Background: an optimization exercise with open tools, aiming at small area. Do not read the settings as production practice. The RTL was checked by simulation tests, not by an equivalence proof against the original design. Power is estimated from default activity; no workload was simulated.

`config.mk`:
```
export PLATFORM = sky130hd
export DESIGN_NAME = HuffmanCoding
export DESIGN_NICKNAME = HuffmanCoding
export VERILOG_FILES = /design/flow/design.v
export SDC_FILE = /design/flow/constraint.sdc
export NUM_CORES = 4
export LEC_CHECK = 0
export ABC_AREA = 1
export CAP_MARGIN = 20
export CORE_MARGIN = 2
export CORE_UTILIZATION = 75
export CTS_BUF_LIST = sky130_fd_sc_hd__clkbuf_16
export CTS_CLUSTER_DIAMETER = 60
export CTS_CLUSTER_SIZE = 25
export PLACE_DENSITY = 0.85
export SLEW_MARGIN = 20
```
`constraint.sdc`:
```
create_clock -name core_clock -period 8.0 [get_ports {clk}]
set_input_delay 1.6000 -clock core_clock [delete_from_list [all_inputs] [get_ports {clk}]]
set_output_delay 1.6000 -clock core_clock [all_outputs]
set_load 0.01 [all_outputs]
```
`design.v`:
```
`timescale 1ns/10ps
module HuffmanCoding(clk,rst_n,start,data_in,output_start,output_data,output_done);
  input rst_n;
  input clk;
  input start;
  input [3:0]data_in;
  output output_data;
  output output_done;
  output output_start;
  localparam [2:0] S_IDLE=3'd0, S_CNT=3'd1, S_WAIT=3'd2, S_TREE=3'd3, S_OUT0=3'd4, S_OUT=3'd5, S_DONE=3'd6;
  localparam [8:0] INF=9'h1FF;
  reg [2:0] st;
  reg [8:0] n;       
  reg [3:0] c;       
  reg [1:0] ph;      
  reg [3:0] tq;      
  reg [2:0] tr;
  reg tab;           
  reg [41:0] shr;
  wire [9:0] q0 = shr[9:0];      
  wire [9:0] q1 = shr[19:10];    
  wire [9:0] cw = shr[29:20];    
  wire [9:0] sr = shr[39:30];    
  wire [8:0] m1v = shr[8:0];     
  wire [3:0] m1i = shr[12:9];
  wire [8:0] m2v = shr[21:13];   
  wire [3:0] m2i = shr[25:22];
  wire [3:0] ra = shr[29:26];    
  wire [3:0] rb = shr[33:30];
  wire [7:0] rsum = shr[41:34];
  reg upd;           
  wire updt = upd;
  reg isa, isb;      
  reg ostart;
  reg [3:0] d1, d0;
  reg [9:0] mem [0:85];
  function [9:0] dpd_enc;
    input [3:0] a; input [3:0] b; input [3:0] e;
    begin
      case ({a[3],b[3],e[3]})
        3'b000: dpd_enc = {a[2:0], b[2:0], 1'b0, e[2:0]};
        3'b001: dpd_enc = {a[2:0], b[2:0], 1'b1, 2'b00, e[0]};
        3'b010: dpd_enc = {a[2:0], e[2:1], b[0], 1'b1, 2'b01, e[0]};
        3'b011: dpd_enc = {a[2:0], 2'b10, b[0], 1'b1, 2'b11, e[0]};
        3'b100: dpd_enc = {e[2:1], a[0], b[2:0], 1'b1, 2'b10, e[0]};
        3'b101: dpd_enc = {b[2:1], a[0], 2'b01, b[0], 1'b1, 2'b11, e[0]};
        3'b110: dpd_enc = {e[2:1], a[0], 2'b00, b[0], 1'b1, 2'b11, e[0]};
        default: dpd_enc = {2'b00, a[0], 2'b11, b[0], 1'b1, 2'b11, e[0]};
      endcase
    end
  endfunction
  function [3:0] dpd_dig;
    input [9:0] w; input [1:0] k;
    reg p,q,r,s,t,u,v,x,y,z;
    reg [3:0] h2,h1,h0;
    begin
      {p,q,r,s,t,u,v,x,y,z} = w;
      h2 = {1'b0,p,q,r}; h1 = {1'b0,s,t,u}; h0 = {1'b0,x,y,z};
      if (v) begin
        case ({x,y})
          2'b00: begin h0 = {3'b100,z}; end
          2'b01: begin h1 = {3'b100,u}; h0 = {1'b0,s,t,z}; end
          2'b10: begin h2 = {3'b100,r}; h0 = {1'b0,p,q,z}; end
          default:
            case ({s,t})
              2'b00: begin h2 = {3'b100,r}; h1 = {3'b100,u}; h0 = {1'b0,p,q,z}; end
              2'b01: begin h2 = {3'b100,r}; h1 = {1'b0,p,q,u}; h0 = {3'b100,z}; end
              2'b10: begin h1 = {3'b100,u}; h0 = {3'b100,z}; end
              default: begin h2 = {3'b100,r}; h1 = {3'b100,u}; h0 = {3'b100,z}; end
            endcase
        endcase
      end
      dpd_dig = (k==2'd0) ? h2 : (k==2'd1) ? h1 : h0;
    end
  endfunction
  wire wr = (st==S_CNT) && (ph==2'd2);
  integer i;
  always @(posedge clk) begin
    d1 <= d0;
    d0 <= data_in;
    mem[0] <= wr ? dpd_enc(d1, d0, data_in) : mem[85];
    for (i=1; i<86; i=i+1) mem[i] <= mem[i-1];
  end
  reg [1:0] qn;
  reg [9:0] tapg [0:3];
  reg [9:0] tapw;
  always @(*) begin
    for (i=0; i<4; i=i+1) tapg[i] = 10'd0;
    for (i=0; i<15; i=i+1)
      if (tq[1:0]==(i%4)) tapg[i/4] = mem[6*i];
    tapw = tapg[tq[3:2]];
  end
  wire [3:0] rdig = dpd_dig((ph==2'd0) ? q0 : cw, ph);
  reg [7:0] w [0:9];
  reg pd [0:9];
  reg [3:0] pt [0:9];   
  reg [9:0] cd [0:9];   
  wire [3:0] s_next = tab ? n[3:0] : rdig;
  wire [3:0] s_sel = (st==S_CNT) ? data_in : s_next;
  wire [4:0] pos_raw = {1'b0,c} + 5'd9 - {1'b0,s_sel};
  wire [3:0] pos = (pos_raw >= 5'd10) ? pos_raw[3:0] - 4'd10 : pos_raw[3:0];
  wire cnt_en = (st==S_CNT) && !n[8];
  reg [4:0] t5;
  wire [7:0] hw = {(w[9][7:4]==4'hF && pd[9]) ? 4'hF : w[9][7:4] + {3'd0,pd[9]}, w[9][3:0]};
  wire [8:0] hw_t = isa ? INF : isb ? {1'b0, rsum} : {pd[9], w[9]};
  wire le1 = (hw_t <= m1v);
  wire le2 = (hw_t <= m2v);
  wire [8:0] nm1v = le1 ? hw_t : m1v;
  wire [3:0] nm1i = le1 ? c : m1i;
  wire [8:0] nm2v = le1 ? m1v : le2 ? hw_t : m2v;
  wire [3:0] nm2i = le1 ? m1i : le2 ? c : m2i;
  always @(posedge clk) begin
    for (i=0; i<9; i=i+1) begin
      t5 = {1'b0, w[i][3:0]} + ((cnt_en && pos==i) ? 5'd1 : 5'd0);
      w[i+1] <= {w[i][7:4], t5[3:0]};
      pd[i+1] <= pd[i] | t5[4];
    end
    if (st==S_IDLE) begin
      w[0] <= 8'd0; pd[0] <= 1'b0;
    end else if (st==S_TREE) begin
      w[0] <= hw_t[7:0]; pd[0] <= hw_t[8];
    end else begin
      t5 = {1'b0, hw[3:0]} + ((cnt_en && pos==4'd9) ? 5'd1 : 5'd0);
      w[0] <= {hw[7:4], t5[3:0]};
      pd[0] <= t5[4];
    end
  end
  always @(posedge clk) begin
    for (i=0; i<9; i=i+1) begin
      pt[i+1] <= pt[i];
      cd[i+1] <= cd[i];
    end
    if (st==S_IDLE || st==S_CNT || st==S_WAIT) begin
      pt[0] <= c; cd[0] <= 10'd1;
    end else if (updt && pt[9]==ra) begin
      pt[0] <= rb; cd[0] <= {cd[9][8:0], 1'b0};
    end else if (updt && pt[9]==rb) begin
      pt[0] <= pt[9]; cd[0] <= {cd[9][8:0], 1'b1};
    end else begin
      pt[0] <= pt[9]; cd[0] <= cd[9];
    end
  end
  reg [9:0] code_sel;
  always @(*) begin
    code_sel = 10'd0;
    for (i=0; i<10; i=i+1)
      if (pos==i) code_sel = cd[i];
  end
  wire sr_last = (sr[9:1] == 9'd1);
  wire ld = (st==S_OUT0) || ((st==S_OUT) && sr_last);
  always @(posedge clk) begin
    c <= (!rst_n || c==4'd9) ? 4'd0 : c + 4'd1;
    if (!rst_n) begin
      st <= S_IDLE;
      ostart <= 1'b0;
    end else begin
      ostart <= (st==S_OUT0);
      case (st)
        S_IDLE: if (start) begin st <= S_CNT; n <= 9'd0; ph <= 2'd0; end
        S_CNT: begin
          n <= n + 9'd1;
          ph <= (ph==2'd2) ? 2'd0 : ph + 2'd1;
          if (n==9'd257) st <= S_WAIT;
        end
        S_WAIT: begin
          n <= n + 9'd1;
          if (c==4'd9 && n>=9'd266) begin st <= S_TREE; n <= 9'd0; end
        end
        S_TREE: begin
          n <= n + 9'd1;
          if (n==9'd99) begin st <= S_OUT0; n <= 9'd0; tab <= 1'b1; end
        end
        S_OUT0, S_OUT: if (ld) begin
          st <= S_OUT;
          if (tab) begin
            if (n[3:0]==4'd9) begin tab <= 1'b0; n <= 9'd0; ph <= 2'd0; end
            else n <= n + 9'd1;
          end else if (n[8]) begin
            st <= S_DONE;
          end else begin
            n <= n + 9'd1;
            ph <= (ph==2'd2) ? 2'd0 : ph + 2'd1;
          end
        end
        default: ;
      endcase
    end
  end
  wire pop = (st==S_OUT) && ld && !tab && !n[8] && (ph==2'd0);
  wire fetch = (st==S_OUT0 || st==S_OUT) && (tr==3'd0) && (qn!=2'd2 || pop);
  always @(posedge clk) begin
    if (st==S_CNT && n==9'd2) begin
      tq <= 4'd0; tr <= 3'd0; qn <= 2'd0;
    end else begin
      if (fetch) begin
        if (tr>=3'd2) tr <= tr - 3'd2;
        else if (tq==4'd0) tq <= 4'd14;
        else begin tq <= tq - 4'd1; tr <= tr + 3'd4; end
      end else begin
        if (tq==4'd14 && tr==3'd1) begin tq <= 4'd0; tr <= 3'd0; end
        else if (tr==3'd5) begin tq <= tq + 4'd1; tr <= 3'd0; end
        else tr <= tr + 3'd1;
      end
      if (fetch && !pop) qn <= qn + 2'd1;
      if (pop && !fetch) qn <= qn - 2'd1;
    end
  end
  always @(posedge clk) begin
    if (st==S_TREE) begin
      if (c==4'd9) begin
        upd <= (n != 9'd99);
        isa <= (n != 9'd99) && (nm1i == 4'd0);
        isb <= (n != 9'd99) && (nm2i == 4'd0);
        shr[29:26] <= nm1i; shr[33:30] <= nm2i; shr[41:34] <= nm1v[7:0] + nm2v[7:0];
        shr[8:0] <= INF; shr[21:13] <= INF;
      end else begin
        isa <= upd && (c + 4'd1 == ra);
        isb <= upd && (c + 4'd1 == rb);
        shr[8:0] <= nm1v; shr[12:9] <= nm1i; shr[21:13] <= nm2v; shr[25:22] <= nm2i;
      end
    end else if (st==S_OUT0 || st==S_OUT || st==S_DONE) begin
      if (pop) begin
        shr[9:0] <= (fetch && qn==2'd1) ? tapw : q1;
        if (fetch) shr[19:10] <= tapw;
      end else if (fetch) begin
        if (qn==2'd0) shr[9:0] <= tapw; else shr[19:10] <= tapw;
      end
      if (pop)
        shr[29:20] <= q0;
      if (ld && !(st==S_OUT && !tab && n[8]))
        shr[39:30] <= code_sel;
      else
        shr[39:30] <= {1'b0, sr[9:1]};
    end else begin
      upd <= 1'b0; isa <= 1'b0; isb <= 1'b0;
      shr[8:0] <= INF; shr[21:13] <= INF;
    end
  end
  assign output_data = sr[0];
  assign output_start = ostart;
  assign output_done = (st==S_OUT) && !tab && n[8] && sr_last;
endmodule
```
`flow/run.sh`:
```
#!/bin/bash
# Own layout flow: the standard flow (standard.sh) with two changes.
#  1. Synthesis: the standard synthesis script, but ABC maps the logic with an
#     area-oriented script (flow/area.abc: dch + amap) instead of ORFS's.
#     Registers, names, flattening and renaming are exactly as standard.
#  2. CTS: larger sink clusters of clkbuf_16 and no dummy loads.
# Each tool's full output goes to a log file in the work folder.
set -euo pipefail
W=$(pwd)
cp flow/area.abc "$W/area.abc"
{
  echo 'proc abc {args} {'
  echo '  set i [lsearch -exact $args -script]'
  echo "  if {\$i >= 0} { set args [lreplace \$args \$i [expr {\$i+1}] -script $W/area.abc] }"
  echo '  yosys abc {*}$args'
  echo '}'
  cat synth_recipe.tcl
} > "$W/own_synth.tcl"
sed "s#SYNTH_SCRIPT=[^ ]*#SYNTH_SCRIPT=$W/own_synth.tcl#" standard.sh > "$W/own_standard.sh"
grep -q "SYNTH_SCRIPT=$W/own_synth.tcl" "$W/own_standard.sh"
export CTS_ARGS="-sink_clustering_enable -repair_clock_nets -sink_clustering_size 25 -sink_clustering_max_diameter 60 -buf_list sky130_fd_sc_hd__clkbuf_16 -dont_use_dummy_load"
bash "$W/own_standard.sh" finish > "$W/flow_make.log" 2>&1
```
`flow/area.abc`:
```
strash
dch
amap
topo
```
`standard.sh`:
```
#!/bin/bash
# synth_recipe.tcl (not shown) runs the flow's synth.tcl, then flattens the netlist and writes it again
# the make line also repeats each setting of config.mk as NAME=value (left out here)
make -C /OpenROAD-flow-scripts/flow DESIGN_CONFIG=/design/flow/config.mk WORK_HOME=/design/flow/orfs CLKGATE_MAP_FILE= SYNTH_SCRIPT=/design/flow/synth_recipe.tcl "${@:-finish}"
```
==> impl_metrics.ini <==
[global_routing]
antenna_found_initial = 0
grt_use_total = 0.351
grt_pass1_wl_mm = 110
grt_max_degree = 41
gr-total-overflow = 0
grt_pass1_vias = 18600

[critical_path]
cp_max_fo = 11
critPathMaxStageDelay_ps = 520
critPathCaptureType = register
timing.rr.end = shr[31]$_DFFE_PP_
rr_startpoint = ph[0]$_DFFE_PP_
worst_path_most_repeated_cell = clkinv_1
worstPathArrival_ps = 7960
worstSetupStartpointType = register
startpoint = ph[0]$_DFFE_PP_
required_ps = 8360
worstSetupPathType = reg2reg
crit_slowest_cell = edfxtp_1
crit_buf_inv = 6
rr_worst_depth = 29
critPathTopFamily = compound AO/OA/AOI/OAI gates
r2r_slack_ps = 400

[floorplan]
fp.dieW_um = 205
num_rows = 73
die_h_um = 205
pin_count = 10
die_area_um2 = 42100
coreArea_um2 = 39800
initial_core_util = 0.763

[logic_synthesis]
synth_ff_type = dfxtp_1
synth_xor_area_frac = 0
synth_seq_cells = 1172
synth_top_family_by_area = compound AO/OA/AOI/OAI gates
yosys.area_share.simple = 0.0527
ys_seq_area_frac = 0.791
yosys.area.top_type_share = 0.735
syn_nets = 2300
ys_top_cells_by_area = dfxtp_1 73%, edfxtp_1 5.6%, ha_1 3.0%
synth_async_sr_flop_share = 0
netlist_area_um2 = 30400
synth_edf_count = 57
synth_mux_area_frac = 0
synth_common_cells = 1115 x dfxtp_1, 174 x nor2_1, 130 x clkinv_1, 101 x a21oi_1, 95 x o21ai_0
post_synth_num_cell_types = 50
synth.yosys.warnings = 7
yosysMostFrequentCell = dfxtp_1
syn_inst = 2218
yosys.area.top_type = dfxtp_1
syn_avg_cell_area_um2 = 13.7
synth_compound_gate_area_share = 0.109
synth_fa_ha_area_frac = 0.0314

[min_path]
hold_end = mem[8][6]$_DFF_P_
hp-class = reg2reg
hold_start = mem[7][6]$_DFF_P_
hold_path_depth = 0

[cells_and_area]
nets = 2391
multiInputGateArea_um2 = 5900
drive_gt1_frac = 0.0381
fillers = 1885
syn_to_final_growth_pct = 7.81
stdcell_count = 2832
num_antenna_cells = 0
register_area_um2 = 24000

[cts]
clk_pin_slew_worst_paths_ps = 100
clk_latency_ps = 650
clockBufferDepth = 3
h-tree-depth = 2
postCtsHoldBufs = 0
clock_sink_count = 1172
root_buffer = clkbuf_16
cts_tree = yes
cts_buffers = 56

[sta]
maxSlewHeadroom = 0.326
final.setup.tns_ps = 0
setup_viol = 0
slew_viol_final = 0
fmax_mhz = 132
hold_violations = 0
setup_ws_ps = 402
rsz0062_at_grt = no
fin_crit_sh = 0.950
clock_skew_ps = 91.6
worst_pin_slew_ps = 1000
min_period_ps = 7600

[drt]
drt-pass1-iter-count = 10
vias_per_cell = 6.34
drt_iter0_drc = 2375
wl_mm = 72.7
antenna_left = 0
wl_per_cell_um = 25.7
via_count = 18000
drc = 0

[power]
leakage_nw = 12.6
ir_drop_uv = 313
cellPowerDensity_nw_per_um2 = 401

[place]
gp_congestion = 0.954
port_buffers = 9
preCtsSetupSlack_ps = 345
dp_cells = 2776
dp_hpwl_mm = 42.6

[outcome]
status = complete, no violations

[run]
cap_violations = 0
-- state kept, by name (all words and copies together) (netlist names), 2 cells and up --
name,count
mem,860
cd,100
w,80
shr,42
pt,40
pd,10
n,9
c,4
d0,4
d1,4
tq,4
st,3
tr,3
ph,2
qn,2
-- power by group --
group          internal [mW]  switching [mW]
Combinational          0.956            2.26
Sequential              6.56           0.405
Clock                   1.25            1.71
-- timing repair --
item                                    CTS  global route
resized for setup                         0             3
setup buffers                             0             0
endpoints found under the setup margin    0            17
-- layout make-up --
cell class / instances / area share
multi-input combinational: 916 / 0.180
timing repair buffer: 33 / 0.00825
tap: 525 / 0.0201
sequential: 1172 / 0.734
clock buffer: 56 / 0.0428
inverter: 130 / 0.0149
-- metrics by stage --
stage	total power [mW]	cell area, µm²	utilization	hold slack, ps
6_report	13.1	32700	0.822	302
5_1_grt	13.6	32700	0.822	302
4_1_cts	13.0	32700	0.822	292
3_5_place_dp	9.98	31300	0.787	312
3_3_place_gp	9.75	31300	0.787	310
2_1_floorplan	8.81	30400	-	310
-- cell families after synthesis --
| logic type | Yosys count |
|---|---|
| simple gates | 372 |
| flops | 1172 |
| compound gates | 469 |
| fa+ha+maj | 75 |
| buf+inv | 130 |
-- how the worst max path moves through the flow --
stage	to	cells after the start
after CTS	shr[35]$_DFFE_PP_	28
after detailed placement	shr[35]$_DFFE_PP_	28
after global routing	shr[35]$_DFFE_PP_	28
after global placement	shr[35]$_DFFE_PP_	28
after floorplan	shr[34]$_DFFE_PP_	28
final	shr[31]$_DFFE_PP_	29
-- metal layers --
metal,vias to the layer above,GRT usage,part of all wire
li1,7907,-,-
met1,8525,0.440,0.38
met2,1134,0.585,0.48
met3,385,0.0722,0.085
met4,0,0.170,0.057
met5,-,0,0
-- layout by cell type, fill, tap and decap left out, types with 6 or more instances in the layout --
cell,instances
a211oi_1,17
clkbuf_16,56
a31o_1,9
edfxtp_1,57
a221oi_1,43
o221a_1,17
dfxtp_1,1115
o221ai_1,12
o22ai_1,36
nor2b_1,7
a21oi_1,100
a22o_1,25
a22oi_1,6
ha_1,71
buf_4,24
clkinv_1,130
o21a_1,14
o21ai_0,94
nand3_1,23
nand2_1,86
a31oi_1,8
clkdlybuf4s50_1,9
a222oi_1,11
o32ai_1,8
nor2_1,173
nand4_1,11
nor4_1,15
a221o_1,24
nor3_1,39
-- worst register-to-register path, delay by kind of cell (launching register included) --
family / cells / cell delay, ps
AOI/OAI and AO/OA: 15 / 3910
adders and majority gates: 4 / 1140
buffers and inverters: 6 / 1000
and+or+nand+nor: 4 / 750
DFF: 1 / 520

==> afterwards: timing with drivers on the ports <==
No port has a modelled driver above. Below, the same layout with a new extraction and two added sets of constraints.
Step 1: set_driving_cell puts a clkbuf_16 on clk and a buf_2 on each other input, an assumption about the parent block.
Step 2 times the ports against the registers' clock, not the clock port: input delays grow and output delays shrink by t, the midpoint of the rising clock arrivals with the driver on.
Slacks: ideal ports / drivers / drivers and shift; pairs: ideal ports / drivers.
t, ns: 0.663
setup WS [ns]: 0.402 / 0.402 / 0.402
worst hold slack (ns): 0.302 / 0.302 / 0.302
latest minus earliest clock arrival (ns): 0.092 / 0.092
After both steps setup and hold are still met in this run. The setup slack of this run moves by 0.000 ns with the drivers and by 0.000 ns with both steps.
